Context: an optimization exercise on an open-source flow, tuned for small area. The choices shown serve that exercise and are no tape-out recipe. Function was checked by simulation only, so behaviour that the tests miss may differ from the original. Power figures rest on the tool's default switching activity, not on a simulated workload.

the baseline:
// apb_uart
module apb_uart (
    input  wire        pclk,
    input  wire        presetn,
    input  wire [31:0] paddr,
    input  wire        psel,
    input  wire        penable,
    input  wire        pwrite,
    input  wire [31:0] pwdata,
    output reg  [31:0] prdata,
    output wire        pready,
    output wire        pslverr,
    output wire        tx_o,
    input  wire        rx_i
);
    wire rst_n = presetn;
    assign pready  = 1'b1;
    assign pslverr = 1'b0;
    reg rx_sync1, rx_sync2;
    always @(posedge pclk or negedge rst_n) begin
        if (!rst_n) begin
            rx_sync1 <= 1'b1;
            rx_sync2 <= 1'b1;
        end else begin
            rx_sync1 <= rx_i;
            rx_sync2 <= rx_sync1;
        end
    end
    reg  [19:0] baud_divisor;
    wire        s_tick;
    wire [7:0]  tx_fifo_out, rx_fifo_out, rx_data;
    wire        tx_full, tx_empty, rx_full, rx_empty;
    wire        rx_done_tick;
    wire        tx_fifo_pop;
    wire wr_en = psel & penable & pwrite;
    wire rd_en = psel & penable & ~pwrite;
    wire [3:0] addr = paddr[3:0];
    wire a0 = (addr == 4'h0);
    wire a4 = (addr == 4'h4);
    wire a8 = (addr == 4'h8);
    always @(posedge pclk or negedge rst_n) begin
        if (!rst_n) baud_divisor <= 20'd325;
        else if (wr_en && a8) baud_divisor <= pwdata[19:0];
    end
    always @(*) begin
        prdata = 32'b0;
        prdata[19:0] = {20{a8}} & baud_divisor;
  ...
Size: ~810 cells after synthesis, roughly 110 I/O pins.
Settings: LEC_CHECK=0, ABC_AREA=1, CAP_MARGIN=20, CORE_MARGIN=2, CORE_UTILIZATION=40, SLEW_MARGIN=20; clock period 6.0 ns.
standard.sh (not shown) runs the stock make flow with config.mk's settings and CLKGATE_MAP_FILE= SYNTH_SCRIPT=/design/flow/synth_recipe.tcl, a recipe that flattens the netlist after the stock synthesis.
==> flow/flow/run.sh <==
#!/bin/bash
# Own layout flow: the standard synthesis, then the combinational logic
# between its registers re-mapped by ABC for area (registers untouched:
# same instances, names and cell types), then the standard ORFS layout with
# smaller port buffers and a leaner clock tree.
set -euo pipefail
W=$(pwd)
F=$W/flow
R=$W/orfs/results/${FLOW_PLATFORM:-sky130hd}/apb_uart/base
LIB=$FLOW_HOME/platforms/sky130hd/lib/sky130_fd_sc_hd__tt_025C_1v80.lib
YOSYS=$(command -v yosys || echo "$FLOW_HOME/../tools/install/yosys/bin/yosys")

bash standard.sh synth > "$W/log_1_standard_synth.txt" 2>&1
cp "$R/1_2_yosys.v" "$W/standard_synth.v"

DU=""
for c in sky130_fd_sc_hd__probe_p_8 sky130_fd_sc_hd__probec_p_8 'sky130_fd_sc_hd__lpflow_*'; do
  DU="$DU -dont_use $c"
done
SEQ=$(tr '\n' ' ' < "$F/seqcells.txt")
cat > "$W/remap.ys" <<EOY
read_liberty -ignore_miss_func $LIB
blackbox $SEQ
read_verilog $W/standard_synth.v
hierarchy -top $FLOW_TOP
flatten
opt_clean -purge
abc -liberty $LIB $DU -script $F/remap.abc
opt_clean -purge
write_verilog -noattr -nohex -nodec -selected $W/remap_abc.v
design -reset
read_liberty -lib $LIB
read_verilog $W/remap_abc.v
hierarchy -top $FLOW_TOP
hilomap -hicell sky130_fd_sc_hd__conb_1 HI -locell sky130_fd_sc_hd__conb_1 LO
splitnets
opt_clean -purge
rename -enumerate -pattern _r%_
tee -o $W/remap_stat.txt stat -liberty $LIB
check -assert -mapped
write_verilog -noattr -nohex -nodec $W/remapped.v
EOY
"$YOSYS" -s "$W/remap.ys" > "$W/log_2_remap.txt" 2>&1
cp "$W/remapped.v" "$R/1_2_yosys.v"
touch "$R/1_2_yosys.v"

bash standard.sh \
  "BUFFER_PORTS_ARGS=-buffer_cell sky130_fd_sc_hd__buf_1" \
  "CTS_ARGS=-sink_clustering_enable -repair_clock_nets -dont_use_dummy_load -buf_list sky130_fd_sc_hd__clkbuf_16 -root_buf sky130_fd_sc_hd__clkbuf_8 -tree_buf sky130_fd_sc_hd__clkbuf_8 -sink_clustering_size 30 -sink_clustering_max_diameter 100" \
  finish > "$W/log_3_layout.txt" 2>&1
==> flow/flow/remap.abc <==
strash
dc2
&get -n
&dch -f
&nf -a -R 1000
&put
strash
&get -n
&dch -f
&nf -a -R 1000
&put
strash
&get -n
&dch -f
&nf -a -R 1000
&put
strash
&get -n
&dch -f
&nf -a -R 1000
&put
strash
&get -n
&dch -f
&nf -a -R 1000
&put
topo
Other scripts of this flow, unchanged in this note and not shown: flow/flow/seqcells.txt
The baseline: all stages complete, timing, DRC and antenna checks passed
### the baseline -> the candidate
==> flow/flow/remap.abc <==
strash
dc2
&get -n
&dch -f
&nf -a -R 1000
&put
topo
### Flow results
- Total of fill cells in the finished design ends up higher on the candidate.
- Looking at placed instance count, the candidate sits 6 higher than the baseline does.
- Relative to the baseline, the internal power component of the candidate is lower by 2.4%.
- Timing startpoint of the critical path: u_rx_fifo.last[2] -> the baseline, u_rx_fifo.last[1] -> the candidate
- Changes observed in the candidate relative to the baseline: standard cell area after detailed placement went up 0.39%; via count about even; area of the multi-input gates increased about 2.8%; largest stage delay on the critical path now larger; post-layout worst setup margin up 0.094 ns.
- Between the baseline and the candidate, share of the cycle needed by the critical path after routing decreased.

[port drivers added, routing unchanged]
The flow's constraints put no driver on any port. The routed layouts listed below were extracted and timed again, unchanged, in two steps.
Step 1 (the two cells are an assumption about what drives the block):
set clk [get_ports {pclk}]
set_driving_cell -lib_cell sky130_fd_sc_hd__clkbuf_16 $clk
set_driving_cell -lib_cell sky130_fd_sc_hd__buf_2 [delete_from_list [all_inputs] $clk]
Step 2 moves the port delays by t, midway between the first and last clock arrival at a register: inputs arrive t later, outputs are due t later. That takes back most of the time a late clock gives input paths.
Three values: ideal ports, drivers, drivers and shift; two values: the first two.
run	t (ns)	setup slack, ns	clock arrival spread, ns	cell pins on the clock port's net
the baseline	0.571	1.423 / 1.382 / 1.813	0.054 / 0.055	1
the candidate	0.571	1.517 / 1.477 / 1.731	0.051 / 0.051	1
After both steps setup and hold are still met in every run listed.
